This design comes from an exercise in tuning for small area and few clock cycles on the open sky130 flow, not from production work. Function was checked by simulation only, so behaviour that the tests miss may differ from the original. No activity file was given, so power comes from the tool's default toggle rates.

===== run.sh =====
#!/bin/bash
# synth_recipe.tcl (not shown) runs the flow's synth.tcl, then flattens the netlist and writes it again
# the make line also repeats each setting of config.mk as NAME=value (left out here)
make -C /OpenROAD-flow-scripts/flow DESIGN_CONFIG=/design/flow/config.mk WORK_HOME=/design/flow/orfs CLKGATE_MAP_FILE= SYNTH_SCRIPT=/design/flow/synth_recipe.tcl finish

===== config.mk =====
export PLATFORM = sky130hd
export DESIGN_NAME = cpu
export DESIGN_NICKNAME = cpu
export VERILOG_FILES = /design/flow/design.v
export SDC_FILE = /design/flow/constraint.sdc
export NUM_CORES = 4
export LEC_CHECK = 0
export CAP_MARGIN = 20
export CORE_MARGIN = 2
export CORE_UTILIZATION = 25
export PLACE_DENSITY = 0.45
export SLEW_MARGIN = 20

===== constraint.sdc =====
create_clock -name core_clock -period 11.0 [get_ports {clk}]
set_input_delay 2.2000 -clock core_clock [delete_from_list [all_inputs] [get_ports {clk}]]
set_output_delay 2.2000 -clock core_clock [all_outputs]
set_load 0.01 [all_outputs]

===== design.v =====
`default_nettype none
module alu(
    input wire [31:0] In0,
    input wire [31:0] In1,
    input wire [3:0]    Op,
    output reg [31:0] Out,
    output reg                  OF
);
    wire signed [31:0] SIn0 = $signed(In0);
    wire signed [31:0] SIn1 = $signed(In1);
    wire signed [31:0] SOut = $signed(Out);
    always@(*)
    begin
        case (Op)
            4'h1 :
            begin
                Out = In0 & In1;
            end
            4'h2 :
            begin
                Out = In0 | In1;
            end
            4'h3 :
            begin
                Out = In0 ^ In1;
            end
            4'h4 :
            begin
                Out = In0 + In1;
            end
            4'h5 :
            begin
                Out = In0 + In1;
            end
            4'h6 :
            begin
                Out = In0 - In1;
            end
            4'h7 :
            begin
                Out = In0 - In1;
            end
            4'h8 :
            begin
                Out = In0 >> In1;
            end
            4'h9 :
            begin
                Out = In0 << In1;
            end
            default:
            begin
                Out = In0;
            end
        endcase
    end
    always@(*)
    begin
        OF = 1'b0;
        case(Op)
            4'h4:
            begin
                if(((SIn0 > 0) && (SIn1 > 0) && (SOut < 0)) || 
                    ((SIn0 < 0) && (SIn1 < 0) && (SOut > 0)))
                begin
                    OF = 1'b1;
                end
                else
                begin
                    OF = 1'b0;
                end
            end
            4'h6:
            begin
                if(((SIn0 < 0) && (SIn1 > 0) && (SOut > 0)) || 
                    ((SIn0 > 0) && (SIn1 < 0) && (SOut < 0)))
                begin
                    OF = 1'b1;
                end
                else
                begin
                    OF = 1'b0;
                end
            end
        endcase
    end
endmodule
module gpr(
    input  wire                     clk,
    input  wire                     reset_,
    input  wire [4:0]     RdAddr0,
    output wire [31:0]    RdData0,
    input  wire [4:0]     RdAddr1,
    output wire [31:0]    RdData1,
    input  wire                     WE_,
    input  wire [4:0]     WrAddr,
    input  wire [31:0]    WrData
);
    reg [31:0] GPR[0 : 32 - 1];
    integer i;
    assign RdData0 = ((WE_ == 1'b0) && (WrAddr == RdAddr0)) ? WrData : GPR[RdAddr0];
    assign RdData1 = ((WE_ == 1'b0) && (WrAddr == RdAddr1)) ? WrData : GPR[RdAddr1];
    always @(posedge clk or negedge reset_)
    begin
        if(reset_ == 1'b0)
        begin
            for(i = 0; i < 32; i = i + 1)
            begin
                GPR[i] <= 32'h0;
            end
        end
        else
        begin
            if(WE_ == 1'b0)
            begin
                GPR[WrAddr] <= WrData;
            end
        end
    end
endmodule
module bus_if(
    input wire                      clk,
    input wire                      reset_,
    input wire                      Stall,
    input wire                      Flush,
    output reg                      Busy,
    input wire [29:0]     Addr,
    input wire                      As_,
    input wire                      RW,
    input wire [31:0]     WrData,
    output reg [31:0]     RdData,
    input wire [31:0]     SPMRdData,
    output wire [11:0]     SPMAddr,
    output reg                      SPMAs_,
    output wire                     SPMRW,
    output wire [31:0]    SPMWrData,
    input wire [31:0]     BusRdData,
    input wire                      BusRdy_,
    input wire                      BusGrnt_,
    output reg                      BusReq_,
    output reg  [29:0]    BusAddr,
    output reg                      BusAs_,
    output reg                      BusRW,
    output reg  [31:0]    BusWrData
);
    reg  [1:0]    state;
    reg  [31:0]       RdBuf;
    wire [2:0] sIndex;
    assign sIndex = Addr[29:27];
    assign SPMAddr = Addr;
    assign SPMRW = RW;
    assign SPMWrData = WrData;
    always @(*)
    begin
        RdData = 32'h0;
        SPMAs_ = 1'b1;
        Busy = 1'b0;
        case(state)
            2'h0:
            begin 
                if((Flush == 1'b0) && (As_ == 1'b0))
                begin
                    if(sIndex == 1)
                    begin
                        if(Stall == 1'b0)
                        begin
                            SPMAs_ = 1'b0;
                            if(RW == 1'b1)
                            begin
                                RdData = SPMRdData;
                            end
                        end
                    end
                    else
                    begin
                        Busy = 1'b1;
                    end
                end
            end
            2'h1:
            begin 
                Busy = 1'b1;
            end
            2'h2:
            begin 
                if(BusRdy_ == 1'b0)
                begin
                    if(RW == 1'b1)
                    begin
                        RdData = BusRdData;
                    end
                end
                else
                begin
                    Busy = 1'b1;
                end
            end
            2'h3:
            begin 
                if(RW == 1'b1)
                begin
                    RdData = RdBuf;
                end
            end
        endcase
    end
    always @(posedge clk or negedge reset_)
    begin
        if(reset_ == 1'b0)
        begin
            state       <= 2'h0;
            BusReq_     <= 1'b1;
            BusAddr     <= 30'h0;
            BusAs_      <= 1'b1;
            BusRW       <= 1'b1;
            BusWrData   <= 32'h0;
            RdBuf       <= 32'h0;
        end
        else
        begin
            case (state)
                2'h0:
                begin
                    if((Flush == 1'b0) && (As_ == 1'b0) &&
                       (sIndex != 1))
                    begin
                        state       <= 2'h1;
                        BusReq_     <= 1'b0;
                        BusAddr     <= Addr;
                        BusRW       <= RW;
                        BusWrData   <= WrData;
                    end
                end
                2'h1:
                begin
                    if(BusGrnt_ == 1'b0)
                    begin
                        state   <= 2'h2;
                        BusAs_  <= 1'b0;
                    end
                end
                2'h2:
                begin
                    BusAs_ <= 1'b1;
                    if(BusRdy_ == 1'b0)
                    begin
                        BusReq_ <= 1'b1;
                        BusAddr <= 30'h0;
                        BusRW <= 1'b1;
                        BusWrData <= 32'h0;
                        if(BusRW == 1'b1)
                        begin
                            RdBuf <= BusRdData;
                        end
                        if(Stall == 1'b1)
                        begin
                            state <= 2'h3;
                        end
                        else
                        begin
                            state <= 2'h0;
                        end
                    end
                end
                2'h3:
                begin
                    if(Stall == 1'b0)
                    begin
                        state <= 2'h0;
                    end
                end
            endcase
        end
    end
endmodule
module if_reg(
    input wire                  clk,
    input wire                  reset_,
    input wire [31:0] Insn,
    input wire                  Stall,
    input wire                  Flush,
    input wire [29:0] NewPC,
    input wire                  BrTaken,
    input wire [29:0] BrAddr,
    output reg [29:0] IFPC,
    output reg [31:0] IFInsn,
    output reg                  IFEn
);
    always @(posedge clk or negedge reset_)
    begin
        if(reset_ == 1'b0)
        begin
            IFPC    <= 30'h0;
            IFInsn  <= 32'h0;
            IFEn    <= 1'b0;
        end
        else
        begin
            if(Stall == 1'b0)
            begin
                if(Flush == 1'b1)
                begin
                    IFPC    <= NewPC;
                    IFInsn  <= 32'h0;
                    IFEn    <= 1'b0;
                end
                else if (BrTaken == 1'b1)
                begin
                    IFPC    <= BrAddr;
                    IFInsn  <= Insn;
                    IFEn    <= 1'b1;
                end
                else
                begin
                    IFPC    <= IFPC + 1'd1;
                    IFInsn  <= Insn;
                    IFEn    <= 1'b1;
                end
            end
        end
    end
endmodule
module if_stage(
    input wire                      clk,
    input wire                      reset_,
    input wire                      Stall,
    input wire                      Flush,
    input wire [29:0]     NewPC,
    input wire                      BrTaken,
    input wire [29:0]     BrAddr,
    output wire [29:0]    IFPC,
    output wire [31:0]    IFInsn,
    output wire                     IFEn,
    output wire                     Busy,
    input wire [31:0]     SPMRdData,
    output wire [11:0]     SPMAddr,
    output wire                     SPMAs_,
    output wire                     SPMRW,
    output wire [31:0]    SPMWrData,
    input wire [31:0]     BusRdData,
    input wire                      BusRdy_,
    input wire                      BusGrnt_,
    output wire                     BusReq_,
    output wire [29:0]    BusAddr,
    output wire                     BusAs_,
    output wire                     BusRW,
    output wire [31:0]    BusWrData
);
    wire [31:0] Insn;
    bus_if BusIF(
        .clk(clk),
        .reset_(reset_),
        .Stall(Stall),
        .Flush(Flush),
        .Busy(Busy),
        .Addr(IFPC),
        .As_(1'b0),
        .RW(1'b1),
        .WrData(32'h0),
        .RdData(Insn),
        .SPMRdData(SPMRdData),
        .SPMAddr(SPMAddr),
        .SPMAs_(SPMAs_),
        .SPMRW(SPMRW),
        .SPMWrData(SPMWrData),
        .BusRdData(BusRdData),
        .BusRdy_(BusRdy_),
        .BusGrnt_(BusGrnt_),
        .BusReq_(BusReq_),
        .BusAddr(BusAddr),
        .BusAs_(BusAs_),
        .BusRW(BusRW),
        .BusWrData(BusWrData)
    );
    if_reg IFReg(
        .clk(clk),
        .reset_(reset_),
        .Insn(Insn),
        .Stall(Stall),
        .Flush(Flush),
        .NewPC(NewPC),
        .BrTaken(BrTaken),
        .BrAddr(BrAddr),
        .IFPC(IFPC),
        .IFInsn(IFInsn),
        .IFEn(IFEn)
    );
endmodule
module id_decoder(
    input  wire [29:0]    IFPC,
    input  wire [31:0]    IFInsn,
    input  wire                     IFEn,
    input  wire [31:0]    GPRRdData0,
    output wire [4:0]     GPRRdAddr0,
    input  wire [31:0]    GPRRdData1,
    output wire [4:0]     GPRRdAddr1,
    input  wire                     IDEn,
    input  wire [4:0]     IDDstAddr,
    input  wire                     IDGPRWE_,
    input  wire [1:0]       IDMemOp,
    input  wire                     EXEn,
    input  wire [4:0]     EXDstAddr,
    input  wire                     EXGPRWE_,
    input  wire [31:0]    EXFwdData,
    input  wire [31:0]    MemFwdData,
    input  wire [0:0] ExeMode,
    input  wire [31:0]    CRegRdData,
    output wire [4:0]     CRegRdAddr,
    output reg  [3:0]       ALUOp,
    output reg  [31:0]    ALUIn0,
    output reg  [31:0]    ALUIn1,
    output reg  [29:0]    BrAddr,
    output reg                      BrTaken,
    output reg                      BrFlag,
    output reg  [1:0]       MemOp,
    output wire [31:0]    MemWrData,
    output reg  [1:0]      CtrlOp,
    output reg  [4:0]     DstAddr,
    output reg                      GPRWE_,
    output reg  [2:0]      ExpCode,
    output reg                      LDHazard
);
    wire [5:0] Op = IFInsn[31:26];
    wire [4:0] RaAddr = IFInsn[25:21];
    wire [4:0] RbAddr = IFInsn[20:16];
    wire [4:0] RcAddr = IFInsn[15:11];
    wire [15:0] Imm = IFInsn[15:0];
    wire [31:0] ImmS = {{16{Imm[15]}}, Imm};
    wire [31:0] ImmU = {{16{1'b0}}, Imm};
    assign GPRRdAddr0 = RaAddr;
    assign GPRRdAddr1 = RbAddr;
    assign CRegRdAddr = RaAddr;
    reg [31:0] RaData;
    wire signed [31:0] SRaData = $signed(RaData);
    reg [31:0] RbData;
    wire signed [31:0] SRbData = $signed(RaData);
    assign MemWrData = RbData;
    wire [29:0] RetAddr = IFPC + 1'b1;
    wire [29:0] BrTarget = IFPC + ImmS[29:0];
    wire [29:0] JrTarget = RaData[31:2];
    always @(*)
    begin
        if((IDEn == 1'b1) && (IDGPRWE_ == 1'b0) && 
            (IDDstAddr == RaAddr))
        begin
            RaData = EXFwdData;      
        end
        else if((EXEn == 1'b1) && (EXGPRWE_ == 1'b0) && 
                (EXDstAddr == RaAddr))
        begin
            RaData = MemFwdData;     
        end
        else
        begin
            RaData = GPRRdData0;
        end
        if((IDEn == 1'b1) && (IDGPRWE_ == 1'b0) && 
            (IDDstAddr == RbAddr))
        begin
            RbData = EXFwdData;      
        end
        else if((EXEn == 1'b1) && (EXGPRWE_ == 1'b0) && 
                (EXDstAddr == RbAddr))
        begin
            RbData = MemFwdData;     
        end
        else
        begin
            RbData = GPRRdData1;
        end
    end
    always @(*)
    begin
        if((IDEn == 1'b1) && (IDMemOp == 2'h1) && 
            ((IDDstAddr == RaAddr) || (IDDstAddr == RbAddr)))
        begin
            LDHazard = 1'b1;
        end
        else
        begin
            LDHazard = 1'b0;
        end
    end
    always @(*)
    begin
        ALUOp = 4'h0;
        ALUIn0 = RaData;
        ALUIn1 = RbData;
        BrTaken = 1'b0;
        BrFlag = 1'b0;
        BrAddr = {30{1'b0}};
        MemOp = 2'h0;
        CtrlOp = 2'h0;
        DstAddr = RbAddr;
        GPRWE_ = 1'b1;
        ExpCode = 3'h0;
        if(IFEn == 1'b1)
        begin
            case (Op)
                6'h00:
                begin
                    ALUOp = 4'h1;
                    DstAddr = RcAddr;
                    GPRWE_ = 1'b0;
                end
                6'h01  :
                begin
                    ALUOp = 4'h1;
                    ALUIn1 = ImmU;
                    GPRWE_ = 1'b0;
                end
                6'h02   :
                begin
                    ALUOp = 4'h2;
                    DstAddr = RcAddr;
                    GPRWE_ = 1'b0;
                end
                6'h03   :
                begin
                    ALUOp = 4'h2;
                    ALUIn1 = ImmU;
                    GPRWE_ = 1'b0;
                end
                6'h04  :
                begin
                    ALUOp = 4'h3;
                    DstAddr = RcAddr;
                    GPRWE_ = 1'b0;
                end
                6'h05  :
                begin
                    ALUOp = 4'h3;
                    ALUIn1 = ImmU;
                    GPRWE_ = 1'b0;
                end
                6'h06 :
                begin
                    ALUOp = 4'h4;
                    DstAddr = RcAddr;
                    GPRWE_ = 1'b0;
                end
                6'h07 :
                begin
                    ALUOp = 4'h4;
                    ALUIn1 = ImmS;
                    GPRWE_ = 1'b0;
                end
                6'h08 :
                begin
                    ALUOp = 4'h5;
                    DstAddr = RcAddr;
                    GPRWE_ = 1'b0;
                end
                6'h09 :
                begin
                    ALUOp = 4'h5;
                    ALUIn1 = ImmS;               
                    GPRWE_ = 1'b0;
                end
                6'h0A :
                begin
                    ALUOp = 4'h6;
                    DstAddr = RcAddr;
                    GPRWE_ = 1'b0;
                end
                6'h0B :
                begin
                    ALUOp = 4'h7;
                    DstAddr = RcAddr;
                    GPRWE_ = 1'b0;
                end
                6'h0C :
                begin
                    ALUOp = 4'h8;
                    DstAddr = RcAddr;
                    GPRWE_ = 1'b0;
                end
                6'h0D :
                begin
                    ALUOp = 4'h8;
                    ALUIn1 = ImmU;
                    GPRWE_ = 1'b0;
                end
                6'h0E :
                begin
                    ALUOp = 4'h9;
                    DstAddr = RcAddr;
                    GPRWE_ = 1'b0;
                end
                6'h0F :
                begin
                    ALUOp = 4'h9;
                    ALUIn1 = ImmU;
                    GPRWE_ = 1'b0;
                end
                6'h10    :
                begin
                    BrAddr = BrTarget;
                    BrTaken = (RaData == RbData) ? 1'b1 : 1'b0;
                    BrFlag = 1'b1;
                end
                6'h11   :
                begin
                    BrAddr = BrTarget;
                    BrTaken = (RaData != RbData) ? 1'b1 : 1'b0;
                    BrFlag = 1'b1;
                end
                6'h12  :
                begin
                    BrAddr = BrTarget;
                    BrTaken = (SRaData < SRbData) ? 1'b1 : 1'b0;
                    BrFlag = 1'b1;
                end
                6'h13  :
                begin
                    BrAddr = BrTarget;
                    BrTaken = (RaData < RbData) ? 1'b1 : 1'b0;
                    BrFlag = 1'b1;
                end
                6'h14   :
                begin
                    BrAddr = JrTarget;
                    BrTaken = 1'b1;
                    BrFlag = 1'b1;
                end
                6'h15  :
                begin
                    ALUIn0 = {RetAddr, {2{1'b0}}};
                    BrAddr = JrTarget;
                    BrTaken = 1'b1;
                    BrFlag = 1'b1;
                    DstAddr = 5'd31;
                    GPRWE_ = 1'b0;
                end
                6'h16   :
                begin
                    ALUOp = 4'h5;
                    ALUIn1 = ImmS;
                    MemOp = 2'h1;
                    GPRWE_ = 1'b0;
                end
                6'h17   :
                begin
                    ALUOp = 4'h5;
                    ALUIn1 = ImmS;
                    MemOp = 2'h2;
                end
                6'h18  :
                begin
                    ExpCode = 3'h5;
                end
                6'h19  :
                begin
                    if(ExeMode == 1'b0)
                    begin
                        ALUIn0 = CRegRdData;
                        GPRWE_ = 1'b0;
                    end
                    else
                    begin
                        ExpCode = 3'h6;
                    end
                end
                6'h1A  :
                begin
                    if(ExeMode == 1'b0)
                    begin
                        CtrlOp = 2'h1;
                    end
                    else
                    begin
                        ExpCode = 3'h6;
                    end
                end
                6'h1B  :
                begin
                    if(ExeMode == 1'b0)
                    begin
                        CtrlOp = 2'h2;
                    end
                    else
                    begin
                        ExpCode = 3'h6;
                    end
                end
                default :
                begin
                    ExpCode = 3'h2;
                end
            endcase
        end
    end
endmodule
module id_reg(
    input  wire                     clk,
    input  wire                     reset_,
    input  wire [3:0]       ALUOp,
    input  wire [31:0]    ALUIn0,
    input  wire [31:0]    ALUIn1,
    input  wire                     BrFlag,
    input  wire [1:0]       MemOp,
    input  wire [31:0]    MemWrData,
    input  wire [1:0]      CtrlOp,
    input  wire [4:0]     DstAddr,
    input  wire                     GPRWE_,
    input  wire [2:0]      ExpCode,
    input  wire                     Stall,
    input  wire                     Flush,
    input  wire [29:0]    IFPC,
    input  wire                     IFEn,
    output reg  [29:0]    IDPC,
    output reg                      IDEn,
    output reg  [3:0]       IDALUOp,
    output reg  [31:0]    IDALUIn0,
    output reg  [31:0]    IDALUIn1,
    output reg                      IDBrFlag,
    output reg  [1:0]       IDMemOp,
    output reg  [31:0]    IDMemWrData,
    output reg  [1:0]      IDCtrlOp,
    output reg  [4:0]     IDDstAddr,
    output reg                      IDGPRWE_,
    output reg  [2:0]      IDExpCode
);
    always @(posedge clk or negedge reset_)
    begin
        if(reset_ == 1'b0)
        begin
            IDPC        <= 30'h0;
            IDEn        <= 1'b0;
            IDALUOp     <= 4'h0;
            IDALUIn0    <= 32'h0;
            IDALUIn1    <= 32'h0;
            IDBrFlag    <= 1'b0;
            IDMemOp     <= 2'h0;
            IDMemWrData <= 32'h0;
            IDCtrlOp    <= 2'h0;
            IDDstAddr   <= 5'h0;
            IDGPRWE_    <= 1'b1;
            IDExpCode   <= 3'h0;
        end
        else
        begin
            if(Stall == 1'b0)
            begin
                if(Flush == 1'b1)
                begin
                    IDPC        <= 30'h0;
                    IDEn        <= 1'b0;
                    IDALUOp     <= 4'h0;
                    IDALUIn0    <= 32'h0;
                    IDALUIn1    <= 32'h0;
                    IDBrFlag    <= 1'b0;
                    IDMemOp     <= 2'h0;
                    IDMemWrData <= 32'h0;
                    IDCtrlOp    <= 2'h0;
                    IDDstAddr   <= 5'h0;
                    IDGPRWE_    <= 1'b1;
                    IDExpCode   <= 3'h0;
                end
                else
                begin
                    IDPC        <= IFPC;
                    IDEn        <= IFEn;
                    IDALUOp     <= ALUOp;
                    IDALUIn0    <= ALUIn0;
                    IDALUIn1    <= ALUIn1;
                    IDBrFlag    <= BrFlag;
                    IDMemOp     <= MemOp;
                    IDMemWrData <= MemWrData;
                    IDCtrlOp    <= CtrlOp;
                    IDDstAddr   <= DstAddr;
                    IDGPRWE_    <= GPRWE_;
                    IDExpCode   <= ExpCode;
                end
            end
        end
    end
endmodule
module id_stage(
    input  wire                     clk,
    input  wire                     reset_,
    input  wire                     Stall,
    input  wire                     Flush,
    output wire [29:0]    IDPC,
    output wire                     IDEn,
    output wire [3:0]       IDALUOp,
    output wire [31:0]    IDALUIn0,
    output wire [31:0]    IDALUIn1,
    output wire                     IDBrFlag,
    output wire [1:0]       IDMemOp,
    output wire [31:0]    IDMemWrData,
    output wire [1:0]      IDCtrlOp,
    output wire [4:0]     IDDstAddr,
    output wire                     IDGPRWE_,
    output wire [2:0]      IDExpCode,
    input  wire                     IFEn,
    input  wire [29:0]    IFPC,
    input  wire [31:0]    IFInsn,
    input  wire [31:0]    GPRRdData0,
    input  wire [31:0]    GPRRdData1,
    output wire [4:0]     GPRRdAddr0,
    output wire [4:0]     GPRRdAddr1,
    input  wire [0:0] ExeMode,
    input  wire [31:0]    CRegRdData,
    output wire [4:0]     CRegRdAddr,
    input  wire                     EXEn,
    input  wire [31:0]    EXFwdData,
    input  wire [4:0]     EXDstAddr,
    input  wire                     EXGPRWE_,
    input  wire [31:0]    MemFwdData,
    output wire [29:0]    BrAddr,
    output wire                     BrTaken,
    output wire                     LDHazard
);
    wire [3:0] ALUOp;
    wire [31:0] ALUIn0;
    wire [31:0] ALUIn1;
    wire BrFlag;
    wire [1:0] MemOp;
    wire [31:0] MemWrData;
    wire [1:0] CtrlOp;
    wire [4:0] DstAddr;
    wire GPRWE_;
    wire [2:0] ExpCode;
    id_decoder IDDecoder(
        .IFPC          (IFPC),
        .IFInsn        (IFInsn),
        .IFEn          (IFEn),
        .GPRRdData0    (GPRRdData0),
        .GPRRdAddr0    (GPRRdAddr0),
        .GPRRdData1    (GPRRdData1),
        .GPRRdAddr1    (GPRRdAddr1),
        .IDEn          (IDEn),
        .IDDstAddr     (IDDstAddr),
        .IDGPRWE_      (IDGPRWE_),
        .IDMemOp       (IDMemOp),
        .EXEn          (EXEn),
        .EXDstAddr     (EXDstAddr),
        .EXGPRWE_      (EXGPRWE_),
        .EXFwdData     (EXFwdData),
        .MemFwdData    (MemFwdData),
        .ExeMode       (ExeMode),
        .CRegRdData    (CRegRdData),
        .CRegRdAddr    (CRegRdAddr),
        .ALUOp         (ALUOp),
        .ALUIn0        (ALUIn0),
        .ALUIn1        (ALUIn1),
        .BrAddr        (BrAddr),
        .BrTaken       (BrTaken),
        .BrFlag        (BrFlag),
        .MemOp         (MemOp),
        .MemWrData     (MemWrData),
        .CtrlOp        (CtrlOp),
        .DstAddr       (DstAddr),
        .GPRWE_        (GPRWE_),
        .ExpCode       (ExpCode),
        .LDHazard      (LDHazard)
    );
    id_reg IDReg(
        .clk           (clk),
        .reset_        (reset_),
        .ALUOp         (ALUOp),
        .ALUIn0        (ALUIn0),
        .ALUIn1        (ALUIn1),
        .BrFlag        (BrFlag),
        .MemOp         (MemOp),
        .MemWrData     (MemWrData),
        .CtrlOp        (CtrlOp),
        .DstAddr       (DstAddr),
        .GPRWE_        (GPRWE_),
        .ExpCode       (ExpCode),
        .Stall         (Stall),
        .Flush         (Flush),
        .IFPC          (IFPC),
        .IFEn          (IFEn),
        .IDPC          (IDPC),
        .IDEn          (IDEn),
        .IDALUOp       (IDALUOp),
        .IDALUIn0      (IDALUIn0),
        .IDALUIn1      (IDALUIn1),
        .IDBrFlag      (IDBrFlag),
        .IDMemOp       (IDMemOp),
        .IDMemWrData   (IDMemWrData),
        .IDCtrlOp      (IDCtrlOp),
        .IDDstAddr     (IDDstAddr),
        .IDGPRWE_      (IDGPRWE_),
        .IDExpCode     (IDExpCode)
    );
endmodule
module ex_reg(
    input wire                  clk,
    input wire                  reset_,
    input wire [31:0] ALUOut,
    input wire                  ALUOF,
    input wire                  Stall,
    input wire                  Flush,
    input wire                  IntDetect,
    input wire [29:0] IDPC,
    input wire                  IDEn,
    input wire                  IDBrFlag,
    input wire [1:0]    IDMemOp,
    input wire [31:0] IDMemWrData,
    input wire [1:0]   IDCtrlOp,
    input wire [4:0]  IDDstAddr,
    input wire                  IDGPRWE_,
    input wire [2:0]   IDExpCode,
    output reg [29:0] EXPC,
    output reg                  EXEn,
    output reg                  EXBrFlag,
    output reg [1:0]    EXMemOp,
    output reg [31:0] EXMemWrData,
    output reg [1:0]   EXCtrlOp,
    output reg [4:0]  EXDstAddr,
    output reg                  EXGPRWE_,
    output reg [2:0]   EXExpCode,
    output reg [31:0] EXOut
);
    always @(posedge clk or negedge reset_)
    begin
        if(reset_ == 1'b0)
        begin
            EXPC        <= 30'h0;
            EXEn        <= 1'b0;
            EXBrFlag    <= 1'b0;
            EXMemOp     <= 2'h0;
            EXMemWrData <= 32'h0;
            EXCtrlOp    <= 2'h0;
            EXDstAddr   <= 5'd0;
            EXGPRWE_    <= 1'b1;
            EXExpCode   <= 3'h0;
            EXOut       <= 32'h0;
        end 
        else
        begin
            if(Stall == 1'b0)
            begin
                if(Flush == 1'b1)
                begin
                    EXPC        <= 30'h0;
                    EXEn        <= 1'b0;
                    EXBrFlag    <= 1'b0;
                    EXMemOp     <= 2'h0;
                    EXMemWrData <= 32'h0;
                    EXCtrlOp    <= 2'h0;
                    EXDstAddr   <= 5'd0;
                    EXGPRWE_    <= 1'b1;
                    EXExpCode   <= 3'h0;
                    EXOut       <= 32'h0;
                end
                else if(IntDetect == 1'b1)
                begin
                    EXPC        <= IDPC;
                    EXEn        <= IDEn;
                    EXBrFlag    <= IDBrFlag;
                    EXMemOp     <= 2'h0;
                    EXMemWrData <= 32'h0;
                    EXCtrlOp    <= 2'h0;
                    EXDstAddr   <= 5'd0;
                    EXGPRWE_    <= 1'b1;
                    EXExpCode   <= 3'h1;
                    EXOut       <= 32'h0;
                end
                else if(ALUOF == 1'b1)
                begin
                    EXPC        <= IDPC;
                    EXEn        <= IDEn;
                    EXBrFlag    <= IDBrFlag;
                    EXMemOp     <= 2'h0;
                    EXMemWrData <= 32'h0;
                    EXCtrlOp    <= 2'h0;
                    EXDstAddr   <= 5'd0;
                    EXGPRWE_    <= 1'b1;
                    EXExpCode   <= 3'h3;
                    EXOut       <= 32'h0;
                end
                else
                begin
                    EXPC        <= IDPC;
                    EXEn        <= IDEn;
                    EXBrFlag    <= IDBrFlag;
                    EXMemOp     <= IDMemOp;
                    EXMemWrData <= IDMemWrData;
                    EXCtrlOp    <= IDCtrlOp;
                    EXDstAddr   <= IDDstAddr;
                    EXGPRWE_    <= IDGPRWE_;
                    EXExpCode   <= IDExpCode;
                    EXOut       <= ALUOut;
                end
            end
        end
    end
endmodule
module ex_stage(
    input  wire                     clk,
    input  wire                     reset_,
    input  wire                     IntDetect,
    input  wire                     Stall,
    input  wire                     Flush,
    output wire [29:0]    EXPC,
    output wire                     EXEn,
    output wire                     EXBrFlag,
    output wire [1:0]       EXMemOp,
    output wire [31:0]    EXMemWrData,
    output wire [1:0]      EXCtrlOp,
    output wire                     EXGPRWE_,
    output wire [2:0]      EXExpCode,
    output wire [31:0]    EXOut,
    output wire [31:0]    EXFwdData,
    output wire [4:0]     EXDstAddr,
    input  wire [29:0]    IDPC,
    input  wire                     IDEn,
    input  wire [3:0]       IDALUOp,
    input  wire [31:0]    IDALUIn0,
    input  wire [31:0]    IDALUIn1,
    input  wire                     IDBrFlag,
    input  wire [1:0]       IDMemOp,
    input  wire [31:0]    IDMemWrData,
    input  wire [1:0]      IDCtrlOp,
    input  wire [4:0]     IDDstAddr,
    input  wire                     IDGPRWE_,
    input  wire [2:0]      IDExpCode
);
    wire [31:0] ALUOut;
    assign EXFwdData = ALUOut;
    wire ALUOF;
    alu ALU(
        .In0 (IDALUIn0),
        .In1 (IDALUIn1),
        .Op  (IDALUOp),
        .Out (ALUOut),
        .OF  (ALUOF)
    );
    ex_reg EXReg(
        .clk            (clk),
        .reset_         (reset_),
        .ALUOut         (ALUOut),
        .ALUOF          (ALUOF),
        .Stall          (Stall),
        .Flush          (Flush),
        .IntDetect      (IntDetect),
        .IDPC           (IDPC),
        .IDEn           (IDEn),
        .IDBrFlag       (IDBrFlag),
        .IDMemOp        (IDMemOp),
        .IDMemWrData    (IDMemWrData),
        .IDCtrlOp       (IDCtrlOp),
        .IDDstAddr      (IDDstAddr),
        .IDGPRWE_       (IDGPRWE_),
        .IDExpCode      (IDExpCode),
        .EXPC           (EXPC),
        .EXEn           (EXEn),
        .EXBrFlag       (EXBrFlag),
        .EXMemOp        (EXMemOp),
        .EXMemWrData    (EXMemWrData),
        .EXCtrlOp       (EXCtrlOp),
        .EXDstAddr      (EXDstAddr),
        .EXGPRWE_       (EXGPRWE_),
        .EXExpCode      (EXExpCode),
        .EXOut          (EXOut)
    );
endmodule
module mem_ctrl(
    input  wire                     EXEn,
    input  wire [1:0]       EXMemOp,
    input  wire [31:0]    EXMemWrData,
    input  wire [31:0]    EXOut,
    input  wire [31:0]    RdData,
    output wire [29:0]    Addr,
    output reg                      As_,
    output reg                      RW,
    output wire [31:0]    WrData,
    output reg  [31:0]    Out,
    output reg                      MissAlign
);
    wire [1:0] Offset;
    assign WrData = EXMemWrData;
    assign Addr = EXOut[31:2];
    assign Offset = EXOut[1:0];
    always@(*)
    begin
        MissAlign = 1'b0;
        Out = 32'h0;
        As_ = 1'b1;
        RW = 1'b1;
        if(EXEn == 1'b1)
        begin
            case (EXMemOp)
                2'h1:
                begin
                    if(Offset == 2'b00)
                    begin
                        Out = RdData;
                        As_ = 1'b0;
                    end
                    else
                    begin
                        MissAlign = 1'b1;
                    end
                end
                2'h2:
                begin
                    if(Offset == 2'b00)
                    begin
                        RW = 1'b0;
                        As_ = 1'b0;
                    end
                    else
                    begin
                        MissAlign = 1'b1;
                    end
                end
                default:
                begin
                    Out = EXOut;
                end
            endcase
        end
    end
endmodule
module mem_reg(
    input  wire                     clk,
    input  wire                     reset_,
    input  wire [31:0]    Out,
    input  wire                     MissAlign,
    input  wire                     Stall,
    input  wire                     Flush,
    input  wire [29:0]    EXPC,
    input  wire                     EXEn,
    input  wire                     EXBrFlag,
    input  wire [1:0]      EXCtrlOp,
    input  wire [4:0]     EXDstAddr,
    input  wire                     EXGPRWE_,
    input  wire [2:0]      EXExpCode,
    output reg  [29:0]    MemPC,
    output reg                      MemEn,
    output reg                      MemBrFlag,
    output reg  [1:0]      MemCtrlOp,
    output reg  [4:0]     MemDstAddr,
    output reg                      MemGPRWE_,
    output reg  [2:0]      MemExpCode,
    output reg  [31:0]    MemOut
);
    always @(posedge clk or negedge reset_)
    begin
        if(reset_ == 1'b0)
        begin
            MemPC       <= 30'h0;
            MemEn       <= 1'b0;
            MemBrFlag   <= 1'b0;
            MemCtrlOp   <= 2'h0;
            MemDstAddr  <= 5'h0;
            MemGPRWE_   <= 1'b1;
            MemExpCode  <= 3'h0;
            MemOut      <= 32'h0;
        end
        else
        begin
            if(Stall == 1'b0)
            begin
                if(Flush == 1'b1)
                begin
                    MemPC       <= 30'h0;
                    MemEn       <= 1'b0;
                    MemBrFlag   <= 1'b0;
                    MemCtrlOp   <= 2'h0;
                    MemDstAddr  <= 5'h0;
                    MemGPRWE_   <= 1'b1;
                    MemExpCode  <= 3'h0;
                    MemOut      <= 32'h0;
                end
                else if(MissAlign == 1'b1)
                begin
                    MemPC       <= EXPC;
                    MemEn       <= EXEn;
                    MemBrFlag   <= EXBrFlag;
                    MemCtrlOp   <= 2'h0;
                    MemDstAddr  <= 5'h0;
                    MemGPRWE_   <= 1'b1;
                    MemExpCode  <= 3'h4;
                    MemOut      <= 32'h0;
                end
                else
                begin
                    MemPC       <= EXPC;
                    MemEn       <= EXEn;
                    MemBrFlag   <= EXBrFlag;
                    MemCtrlOp   <= EXCtrlOp;
                    MemDstAddr  <= EXDstAddr;
                    MemGPRWE_   <= EXGPRWE_; 
                    MemExpCode  <= EXExpCode;
                    MemOut      <= Out;
                end
            end
        end
    end
endmodule
module mem_stage(
    input  wire                     clk,
    input  wire                     reset_,
    input  wire                     Stall,
    input  wire                     Flush,
    output wire [31:0]    MemFwdData,
    output wire [29:0]    MemPC,
    output wire                     MemEn,
    output wire                     MemBrFlag,
    output wire [1:0]      MemCtrlOp,
    output wire [4:0]     MemDstAddr,
    output wire                     MemGPRWE_,
    output wire [2:0]      MemExpCode,
    output wire [31:0]    MemOut,
    output wire                     Busy,
    input  wire [31:0]    SPMRdData,
    output wire [11:0]     SPMAddr,
    output wire                     SPMAs_,
    output wire                     SPMRW,
    output wire [31:0]    SPMWrData,
    input  wire [31:0]    BusRdData,
    input  wire                     BusRdy_,
    input  wire                     BusGrnt_,
    output wire                     BusReq_,
    output wire [29:0]    BusAddr,
    output wire                     BusAs_,
    output wire                     BusRW,
    output wire [31:0]    BusWrData,
    input  wire                     EXEn,
    input  wire [1:0]       EXMemOp,
    input  wire [31:0]    EXMemWrData,
    input  wire [31:0]    EXOut,
    input  wire [29:0]    EXPC,
    input  wire                     EXBrFlag,
    input  wire [1:0]      EXCtrlOp,
    input  wire [4:0]     EXDstAddr,
    input  wire                     EXGPRWE_,
    input  wire [2:0]      EXExpCode
);
    wire [29:0] Addr;
    wire As_;
    wire RW;
    wire [31:0] WrData;
    wire [31:0] RdData;
    wire MissAlign;
    bus_if BusIf(
        .clk(clk),
        .reset_(reset_),
        .Stall(Stall),
        .Flush(Flush),
        .Busy(Busy),
        .Addr(Addr),
        .As_(As_),
        .RW(RW),
        .WrData(WrData),
        .RdData(RdData),
        .SPMRdData(SPMRdData),
        .SPMAddr(SPMAddr),
        .SPMAs_(SPMAs_),
        .SPMRW(SPMRW),
        .SPMWrData(SPMWrData),
        .BusRdData(BusRdData),
        .BusRdy_(BusRdy_),
        .BusGrnt_(BusGrnt_),
        .BusReq_(BusReq_),
        .BusAddr(BusAddr),
        .BusAs_(BusAs_),
        .BusRW(BusRW),
        .BusWrData(BusWrData)
    );
    mem_ctrl MemCtrl(
        .EXEn(EXEn),
        .EXMemOp(EXMemOp),
        .EXMemWrData(EXMemWrData),
        .EXOut(EXOut),
        .RdData(RdData),
        .Addr(Addr),
        .As_(As_),
        .RW(RW),
        .WrData(WrData),
        .Out(MemFwdData),
        .MissAlign(MissAlign)
    );
    mem_reg MemReg(
        .clk(clk),
        .reset_(reset_),
        .Out(MemFwdData),
        .MissAlign(MissAlign),
        .Stall(Stall),
        .Flush(Flush),
        .EXPC(EXPC),
        .EXEn(EXEn),
        .EXBrFlag(EXBrFlag),
        .EXCtrlOp(EXCtrlOp),
        .EXDstAddr(EXDstAddr),
        .EXGPRWE_(EXGPRWE_),
        .EXExpCode(EXExpCode),
        .MemPC(MemPC),
        .MemEn(MemEn),
        .MemBrFlag(MemBrFlag),
        .MemCtrlOp(MemCtrlOp),
        .MemDstAddr(MemDstAddr),
        .MemGPRWE_(MemGPRWE_),
        .MemExpCode(MemExpCode),
        .MemOut(MemOut)
    );
endmodule
module ctrl(
    input  wire clk,
    input  wire reset_,
    input  wire [4:0]     CRegRdAddr,
    output reg  [31:0]    CRegRdData,
    output reg  [0:0] ExeMode,
    input  wire [7:0]      IRQ,
    output reg                      IntDetect,
    input  wire [29:0]    IDPC,
    input  wire [29:0]    MemPC,
    input  wire                     MemEn,
    input  wire                     MemBrFlag,
    input  wire [1:0]      MemCtrlOp,
    input  wire [4:0]     MemDstAddr,
    input  wire [2:0]      MemExpCode,
    input  wire [31:0]    MemOut,
    input  wire                     IFBusy,
    input  wire                     LDHazard,
    input  wire                     MemBusy,
    output wire                     IFStall,
    output wire                     IDStall,
    output wire                     EXStall,
    output wire                     MemStall,
    output wire                     IFFlush,
    output wire                     IDFlush,
    output wire                     EXFlush,
    output wire                     MemFlush,
    output reg  [29:0]    NewPC
);
    reg                     IntEn;
    reg                     PreExeMode;
    reg                     PreIntEn;
    reg [29:0]    EPC;
    reg [29:0]    ExpVector;
    reg [2:0]      ExpCode;
    reg                     DlyFlag;
    reg [7:0]    Mask;
    reg [29:0]    PrePC;
    reg                     BrFlag;
    wire Stall = IFBusy | MemBusy;
    assign IFStall  = Stall;
    assign IDStall  = Stall;
    assign EXStall  = Stall;
    assign MemStall = Stall;
    reg Flush;
    assign IFFlush  = Flush;
    assign IDFlush  = Flush | LDHazard;
    assign EXFlush  = Flush;
    assign MemFlush = Flush;
    always @(*)
    begin
        NewPC = 30'h0;
        Flush = 1'b0;
        if(MemEn == 1'b1)
        begin
            if(MemExpCode != 3'h0)
            begin
                NewPC = ExpVector;
                Flush = 1'b1;
            end
            else if(MemCtrlOp == 2'h2)
            begin
                NewPC = EPC;
                Flush = 1'b1;
            end
            else if(MemCtrlOp == 2'h1)
            begin
                NewPC = MemPC;
                Flush = 1'b1;
            end
        end
    end
    always @(*)
    begin
        if((IntEn == 1'b1) && (|((~Mask) & IRQ) == 1'b1))
        begin
            IntDetect = 1'b1;
        end
        else 
        begin
            IntDetect = 1'b0;
        end
    end
    always @(*)
    begin
        case(CRegRdAddr)
            5'h0     :
            begin
                CRegRdData = {{32 - 2{1'b0}}, IntEn, ExeMode};
            end
            5'h1 :
            begin
                CRegRdData = {{32 - 2{1'b0}}, PreIntEn, PreExeMode};
            end
            5'h2         :
            begin
                CRegRdData = {IDPC, 2'h0};
            end
            5'h3        :
            begin
                CRegRdData = {EPC, 2'h0};
            end
            5'h4 :
            begin
                CRegRdData = {ExpVector, 2'h0};
            end
            5'h5      :
            begin
                CRegRdData = {{32 - 3{1'b0}}, DlyFlag, ExpCode};
            end
            5'h6   :
            begin
                CRegRdData = {{32 - 8{1'b0}}, Mask};
            end
            5'h7        :
            begin
                CRegRdData = {{32 - 8{1'b0}}, IRQ};
            end
            5'h1d   :
            begin
                CRegRdData = $unsigned(8192);
            end
            5'h1e   :
            begin
                CRegRdData = $unsigned(16384);
            end
            5'h1f    :
            begin
                CRegRdData = {8'd18, 8'd8, 8'd1, 8'd0};
            end
            default:
            begin
                CRegRdData = 32'h0;
            end
        endcase
    end
    always @(posedge clk or negedge reset_)
    begin
        if(reset_ == 1'b0)
        begin
            ExeMode     <= 1'b0;
            IntEn       <= 1'b0;
            PreExeMode  <= 1'b0;
            PreIntEn    <= 1'b0;
            ExpCode     <= 3'h0;
            Mask        <= {8{1'b1}};
            DlyFlag     <= 1'b0;
            EPC         <= 30'h0;
            ExpVector   <= 30'h0;
            PrePC       <= 30'h0;
            BrFlag      <= 1'b0;
        end
        else
        begin
            if((MemEn == 1'b1) && (Stall == 1'b0))
            begin
                PrePC <= MemPC;
                BrFlag <= MemBrFlag;
                if(MemExpCode != 3'h0)
                begin
                    ExeMode     <= 1'b0;
                    IntEn       <= 1'b0;
                    PreExeMode  <= ExeMode;
                    PreIntEn    <= IntEn;
                    ExpCode     <= MemExpCode;
                    DlyFlag     <= BrFlag;
                    EPC         <= PrePC;
                end
                else if(MemCtrlOp == 2'h2)
                begin
                    ExeMode     <= PreExeMode;
                    IntEn       <= PreIntEn;
                end
                else if(MemCtrlOp == 2'h1)
                begin
                    case (MemDstAddr)
                        5'h0:
                        begin
                            ExeMode     <= MemOut[0];
                            IntEn       <= MemOut[1];
                        end
                        5'h1:
                        begin
                            PreExeMode  <= MemOut[0];
                            PreIntEn    <= MemOut[1];
                        end
                        5'h3:
                        begin
                            EPC         <= MemOut[31:2];
                        end
                        5'h4:
                        begin
                            ExpVector   <= MemOut[31:2];
                        end
                        5'h5:
                        begin
                            DlyFlag     <= MemOut[3];
                            ExpCode     <= MemOut[2:0];
                        end
                        5'h6:
                        begin
                            Mask        <= MemOut[7:0];
                        end
                    endcase
                end
            end
        end
    end
endmodule
module cpu(
    input  wire                     clk,
    input  wire                     reset_,
    input  wire [31:0]    M0BusRdData,
    input  wire                     M0BusRdy_,
    input  wire                     M0BusGrnt_,
    output wire                     M0BusReq_,
    output wire [29:0]    M0BusAddr,
    output wire                     M0BusAs_,
    input  wire [31:0]    M1BusRdData,
    input  wire                     M1BusRdy_,
    input  wire                     M1BusGrnt_,
    output wire                     M1BusReq_,
    output wire [29:0]    M1BusAddr,
    output wire                     M1BusAs_,
    output wire                     M1BusRW,
    output wire [31:0]    M1BusWrData,
    input  wire [31:0]    IFSPMRdData,
    output wire [11:0]     IFSPMAddr,
    output wire                     IFSPMAs_,
    input  wire [31:0]    MemSPMRdData,
    output wire [11:0]     MemSPMAddr,
    output wire                     MemSPMAs_,
    output wire                     MemSPMRW,
    output wire [31:0]    MemSPMWrData
);
    wire [7:0]      IRQ = 8'h0;
    wire                     M0BusRW;
    wire [31:0]    M0BusWrData;
    wire IFStall;
    wire IFFlush;
    wire [29:0]   NewPC;
    wire                    BrTaken;
    wire [29:0]   BrAddr;
    wire [29:0]   IFPC;
    wire [31:0]   IFInsn;
    wire                    IFEn;
    wire                    IFBusy;
    wire                    IFSPMRW;
    wire [31:0]   IFSPMWrData;
    if_stage IFStage(
        .clk(clk),
        .reset_(reset_),
        .Stall(IFStall),
        .Flush(IFFlush),
        .NewPC(NewPC),
        .BrTaken(BrTaken),
        .BrAddr(BrAddr),
        .IFPC(IFPC),
        .IFInsn(IFInsn),
        .IFEn(IFEn),
        .Busy(IFBusy),
        .SPMRdData(IFSPMRdData),
        .SPMAddr(IFSPMAddr),
        .SPMAs_(IFSPMAs_),
        .SPMRW(IFSPMRW),
        .SPMWrData(IFSPMWrData),
        .BusRdData(M0BusRdData),
        .BusRdy_(M0BusRdy_),
        .BusGrnt_(M0BusGrnt_),
        .BusReq_(M0BusReq_),
        .BusAddr(M0BusAddr),
        .BusAs_(M0BusAs_),
        .BusRW(M0BusRW),
        .BusWrData(M0BusWrData)
    );
    wire                     IDStall;
    wire                     IDFlush;
    wire [29:0]    IDPC;
    wire                     IDEn;
    wire [3:0]       IDALUOp;
    wire [31:0]    IDALUIn0;
    wire [31:0]    IDALUIn1;
    wire                     IDBrFlag;
    wire [1:0]       IDMemOp;
    wire [31:0]    IDMemWrData;
    wire [1:0]      IDCtrlOp;
    wire [4:0]     IDDstAddr;
    wire                     IDGPRWE_;
    wire [2:0]      IDExpCode;
    wire [31:0]    GPRRdData0;
    wire [31:0]    GPRRdData1;
    wire [4:0]     GPRRdAddr0;
    wire [4:0]     GPRRdAddr1;
    wire [0:0] ExeMode;
    wire [31:0]    CRegRdData;
    wire [4:0]     CRegRdAddr;
    wire                     EXEn;
    wire [31:0]    EXFwdData;
    wire [4:0]     EXDstAddr;
    wire                     EXGPRWE_;
    wire [31:0]    MemFwdData;
    wire                     LDHazard;
    id_stage IDStage(
        .clk(clk),
        .reset_(reset_),
        .Stall(IDStall),
        .Flush(IDFlush),
        .IDPC(IDPC),
        .IDEn(IDEn),
        .IDALUOp(IDALUOp),
        .IDALUIn0(IDALUIn0),
        .IDALUIn1(IDALUIn1),
        .IDBrFlag(IDBrFlag),
        .IDMemOp(IDMemOp),
        .IDMemWrData(IDMemWrData),
        .IDCtrlOp(IDCtrlOp),
        .IDDstAddr(IDDstAddr),
        .IDGPRWE_(IDGPRWE_),
        .IDExpCode(IDExpCode),
        .IFEn(IFEn),
        .IFPC(IFPC),
        .IFInsn(IFInsn),
        .GPRRdData0(GPRRdData0),
        .GPRRdData1(GPRRdData1),
        .GPRRdAddr0(GPRRdAddr0),
        .GPRRdAddr1(GPRRdAddr1),
        .ExeMode(ExeMode),
        .CRegRdData(CRegRdData),
        .CRegRdAddr(CRegRdAddr),
        .EXEn(EXEn),
        .EXFwdData(EXFwdData),
        .EXDstAddr(EXDstAddr),
        .EXGPRWE_(EXGPRWE_),
        .MemFwdData(MemFwdData),
        .BrAddr(BrAddr),
        .BrTaken(BrTaken),
        .LDHazard(LDHazard)
    );
    wire                     IntDetect;
    wire                     EXStall;
    wire                     EXFlush;
    wire [29:0]    EXPC;
    wire                     EXBrFlag;
    wire [1:0]       EXMemOp;
    wire [31:0]    EXMemWrData;
    wire [1:0]      EXCtrlOp;
    wire [2:0]      EXExpCode;
    wire [31:0]    EXOut;
    ex_stage EXStage(
        .clk(clk),
        .reset_(reset_),
        .IntDetect(IntDetect),
        .Stall(EXStall),
        .Flush(EXFlush),
        .EXPC(EXPC),
        .EXEn(EXEn),
        .EXBrFlag(EXBrFlag),
        .EXMemOp(EXMemOp),
        .EXMemWrData(EXMemWrData),
        .EXCtrlOp(EXCtrlOp),
        .EXDstAddr(EXDstAddr),
        .EXGPRWE_(EXGPRWE_),
        .EXExpCode(EXExpCode),
        .EXOut(EXOut),
        .EXFwdData(EXFwdData),
        .IDPC(IDPC),
        .IDEn(IDEn),
        .IDALUOp(IDALUOp),
        .IDALUIn0(IDALUIn0),
        .IDALUIn1(IDALUIn1),
        .IDBrFlag(IDBrFlag),
        .IDMemOp(IDMemOp),
        .IDMemWrData(IDMemWrData),
        .IDCtrlOp(IDCtrlOp),
        .IDDstAddr(IDDstAddr),
        .IDGPRWE_(IDGPRWE_),
        .IDExpCode(IDExpCode)
    );
    wire                     MemStall;
    wire                     MemFlush;
    wire [29:0]    MemPC;
    wire                     MemEn;
    wire                     MemBrFlag;
    wire [1:0]      MemCtrlOp;
    wire [4:0]     MemDstAddr;
    wire                     MemGPRWE_;
    wire [2:0]      MemExpCode;
    wire [31:0]    MemOut;
    wire                     MemBusy;
    mem_stage MemStage(
        .clk(clk),
        .reset_(reset_),
        .Stall(MemStall),
        .Flush(MemFlush),
        .MemFwdData(MemFwdData),
        .MemPC(MemPC),
        .MemEn(MemEn),
        .MemBrFlag(MemBrFlag),
        .MemCtrlOp(MemCtrlOp),
        .MemDstAddr(MemDstAddr),
        .MemGPRWE_(MemGPRWE_),
        .MemExpCode(MemExpCode),
        .MemOut(MemOut),
        .Busy(MemBusy),
        .SPMRdData(MemSPMRdData),
        .SPMAddr(MemSPMAddr),
        .SPMAs_(MemSPMAs_),
        .SPMRW(MemSPMRW),
        .SPMWrData(MemSPMWrData),
        .BusRdData(M1BusRdData),
        .BusRdy_(M1BusRdy_),
        .BusGrnt_(M1BusGrnt_),
        .BusReq_(M1BusReq_),
        .BusAddr(M1BusAddr),
        .BusAs_(M1BusAs_),
        .BusRW(M1BusRW),
        .BusWrData(M1BusWrData),
        .EXEn(EXEn),
        .EXMemOp(EXMemOp),
        .EXMemWrData(EXMemWrData),
        .EXOut(EXOut),
        .EXPC(EXPC),
        .EXBrFlag(EXBrFlag),
        .EXCtrlOp(EXCtrlOp),
        .EXDstAddr(EXDstAddr),
        .EXGPRWE_(EXGPRWE_),
        .EXExpCode(EXExpCode)
    );
    ctrl CtrlModule(
        .clk(clk),
        .reset_(reset_),
        .CRegRdAddr(CRegRdAddr),
        .CRegRdData(CRegRdData),
        .ExeMode(ExeMode),
        .IRQ(IRQ),
        .IntDetect(IntDetect),
        .IDPC(IDPC),
        .MemPC(MemPC),
        .MemEn(MemEn),
        .MemBrFlag(MemBrFlag),
        .MemCtrlOp(MemCtrlOp),
        .MemDstAddr(MemDstAddr),
        .MemExpCode(MemExpCode),
        .MemOut(MemOut),
        .IFBusy(IFBusy),
        .LDHazard(LDHazard),
        .MemBusy(MemBusy),
        .IFStall(IFStall),
        .IDStall(IDStall),
        .EXStall(EXStall),
        .MemStall(MemStall),
        .IFFlush (IFFlush),
        .IDFlush(IDFlush),
        .EXFlush(EXFlush),
        .MemFlush(MemFlush),
        .NewPC(NewPC)
    );
    gpr GPR(
        .clk(clk),
        .reset_(reset_),
        .RdAddr0(GPRRdAddr0),
        .RdData0(GPRRdData0),
        .RdAddr1(GPRRdAddr1),
        .RdData1(GPRRdData1),
        .WE_(MemGPRWE_),
        .WrAddr(MemDstAddr),
        .WrData(MemOut)
    );
endmodule

==> impl_metrics.ini <==
[clock_tree]
cts_setup_buffers = 0
htree_levels = 4
cts_sinks = 1688
cts-resized-gates = 0
ctsHoldBuffers = 0
cts_tree = yes
numCtsBuffers = 204
cts_root_buf = clkbuf_16
clk_latency_ns = 0.99
cts_buffer_depth = 4
cts.clk_slew.worst_paths_ns = 0.06

[placed_design]
dp_hpwl_um = 377900
dp_slack_ns = 1.910
place_congestion = 0.9537
io_buffer_count = 289
placed_area_um2 = 105100

[timing]
relSlewSlack_pct = 15.00
fin_tns_setup_ns = 0
max_freq_ghz = 0.1102
setup-violations-final = 0
skew_ns = 0.1090
setup_slack_ns = 1.928
finalMaxSlewViolations = 0
tightest_slew_ns = 1.275
grt_setup_unrepaired = no
fin_crit_sh_pct = 82.47
final-hold-violation-count = 0
min_period_ns = 9.072

[pwr]
switching_power_uw = 14960
p_leak_uw = 0.04938
pwr-share-comb_pct = 48.4
p_int_uw = 15830
p_sw_share_pct = 48.59
powerDensity_nw_per_um2 = 274.8
p_seq_share_pct = 28.3
ir_drop_mv = 0.1415
p_clk_share_pct = 23.3

[grt]
grt_max_degree = 171
grtUsageTotal_pct = 28.59
antenna_found_initial = 50
grt_pass1_wl_um = 765500
grt_pass1_vias = 86330
grt-ovfl-total = 0

[floorplan]
die_w_um = 620.4
pin_count = 290
core_area_um2 = 378600
rows = 226
start_util_pct = 25.08
die_area_um2 = 384800
die_h_um = 620.4

[synth]
syn_area_um2 = 94970
synthCells = 9441
synth_cell_types = 94
ys_ff_latch = 1688
syn_nets = 9739
synth_flop_cell = dfrtp_1
synth_enable_flop_cells = 0
seq_area_frac_synth_pct = 44.50
ys_warn_count = 11
synth.top_cell.area_share_pct = 44.05
synthTopCellsByArea = dfrtp_1 44%, mux2_2 14%, a22oi_1 7.8%, nand2_1 4.1%, clkbuf_1 2.7%
synth-async-reset-ratio_pct = 100.0
synth_area_leader_cell = dfrtp_1
avgSynthCellArea_um2 = 10.06

[final_layout]
final_cell_area_um2 = 112100
final_common_cell = dfrtp_1
layout-drive-gt1-share_pct = 23.25
area_growth_syn_to_layout_pct = 18.02
layout_common_cells = 1664 x dfrtp_1, 1207 x mux2_2, 1025 x nand2_1
nets = 9764

[setup_path]
cpMaxStageDelayCell = a2111oi_0
critPathMaxFanout = 23
cp_data_required_time_ns = 11.79
reg2reg_depth = 30
crit_path_end_kind = register
critPathMaxStageDelay_ns = 0.70
critPathKind = reg -> reg
critPathLaunchType = register
critPathArrivalTime_ns = 9.86

[detailed_routing]
vias_per_cell = 6.058
route.detailed.drc = 0
drt-pass1-iter-count = 9
postRouteAntennaNets = 0
vias = 88860
initialDrtViolationCount = 11940
drt-wirelength-per-cell_um = 38.78
wl_um = 568800

[run]
drv_cap = 0

[run_status]
status = no timing/DRC/antenna violations

[hold_path]
min_path_cells = 2
hold_class = reg -> reg
==> Yosys cell counts (38+ instances only) <==
master    count
a211oi_1     61
a21o_1       46
a21oi_1     378
a221oi_1     69
a22o_1      200
a22oi_1     985
a31oi_1      40
and3_1       71
buf_1       158
clkbuf_1    695
dfrtp_1    1672
ha_1        162
inv_1       138
mux2_2     1207
mux2i_1     118
mux4_2       42
nand2_1    1045
nand2b_1     49
nand3_1     172
nand4_1     102
nor2_1      476
nor2b_1      46
nor3_1      135
nor4_1       83
o211ai_1     65
o21ai_0     403
o221ai_1     39
o22ai_1      64
o31ai_1      70
xnor2_1      81
xor2_1       38
==> path summary, 6_finish.rpt <==
check / startpoint / to / slack [ns]
setup / recovery: IDStage.IDReg.IDALUOp[2]$_DFFE_PN0N_ / IFStage.IFReg.IFPC[23]$_DFFE_PN0N_ / 1.93
hold / removal: EXStage.EXReg.EXPC[12]$_DFFE_PN0N_ / EXStage.EXReg.EXPC[12]$_DFFE_PN0N_ / 0.47
setup reg to reg: IDStage.IDReg.IDALUOp[2]$_DFFE_PN0N_ / IFStage.IFReg.IFPC[23]$_DFFE_PN0N_ / 1.93
hold reg to reg: EXStage.EXReg.EXPC[12]$_DFFE_PN0N_ / EXStage.EXReg.EXPC[12]$_DFFE_PN0N_ / 0.47
max in group asynchronous: reset_ / GPR.GPR[1][31]$_DFFE_PN0P_ / 7.33
min in group asynchronous: reset_ / IFStage.BusIF.BusAddr[16]$_DFFE_PN0P_ / 1.30
==> through the flow <==
stage / total power (uW) / util [%] / hold WS, ns / cells
after floorplan: 15620 / - / 0.4331 / 9441
after global placement: 23200 / 27.75 / 0.4491 / 14270
after detailed placement: 23160 / 27.76 / 0.4553 / 14280
after CTS: 30370 / 29.58 / 0.4692 / 14650
after global routing: 31590 / 29.59 / 0.4785 / 14650
final: 30800 / 29.60 / 0.4690 / 14670
==> kinds of logic (layout without fill, tap and decap cells) <==
logic type / after synthesis / after routing / share of synthesized area, %
compound gates: 2705 / 2705 / 20.01
simple gates: 2339 / 2339 / 11.16
flops: 1688 / 1688 / 44.50
mux: 1372 / 1372 / 16.62
buf+inv: 1054 / 1244 / 4.429
fa+ha+maj: 164 / 164 / 2.176
xor+xnor: 119 / 119 / 1.097
other cells: 0 / 22 / 0
==> registers in the layout, indices dropped and copies added, names as in the netlist, 32 cells and up <==
| signal | flops |
|---|---|
| IDStage.IDReg.IDALUIn0 | 32 |
| EXStage.EXReg.EXOut | 32 |
| IFStage.BusIF.RdBuf | 32 |
| MemStage.BusIf.RdBuf | 32 |
| IDStage.IDReg.IDALUIn1 | 32 |
| EXStage.EXReg.EXMemWrData | 32 |
| MemStage.BusIf.BusWrData | 32 |
| IDStage.IDReg.IDMemWrData | 32 |
| GPR.GPR | 1024 |
| MemStage.MemReg.MemOut | 32 |
| IFStage.IFReg.IFInsn | 32 |
==> metal layers <==
layer / wire [um] / up-vias / global-route usage (%)
met5: 324 / - / 0
met4: 48410 / 41 / 20.29
met3: 54560 / 1804 / 7.444
met2: 250600 / 5857 / 44.35
met1: 214900 / 45830 / 34.42
li1: - / 35330 / -
==> power groups by stage <==
stage	sequential, uW	combinational (uW)	clock [uW]
after detailed placement	8800	14400	0
final	8720	14900	7180
after floorplan	8050	7570	0
after CTS	8690	14400	7250
after global placement	8780	14400	0
after global routing	8820	15300	7490
==> cell type report <==
type | instances | area [um^2]
fillers | 39140 | 266500
multi-input cells | 6699 | 49370
flip-flops and latches | 1688 | 42280
repair buffers | 733 | 6710
well taps | 5016 | 6276
clock buffers | 304 | 6012
clock inverters | 67 | 870.8
inverters | 140 | 525.5
diodes | 22 | 55.05
==> worst max-delay path, delay by kind of cell (launching register included) <==
family                     cells  cell delay [ns]
AOI/OAI and AO/OA             12             4.04
xor gates and xnor gates       3             0.39
and+or+nand+nor                9             2.49
DFF                            1             0.36
adders and majority gates      2             0.84
buffers and inverters          4             0.81

afterwards: timing with drivers on the ports:
In the flow no input, the clock included, has a driving cell. The finished layout below was timed again as built, in two steps. Step 1, drivers: a clkbuf_16 drives clk and a buf_2 each remaining input, both assumed. Step 2 times the ports against the registers' clock, not the clock port: input delays grow and output delays shrink by t, the midpoint of the rising clock arrivals with the driver on. Slacks: ideal ports / drivers / drivers and shift; pairs: ideal ports / drivers.
shift t [ns]: 1.040
setup WS [ns]: 1.928 / 1.928 / 1.838
hold slack, ns: 0.469 / 0.469 / 0.469
worst setup path at the end: input to register
worst data-port slew with drivers (ns): 0.17
After both steps setup and hold are still met in this run. The setup slack of this run moves by 0.000 ns with the drivers and by -0.090 ns with both steps.
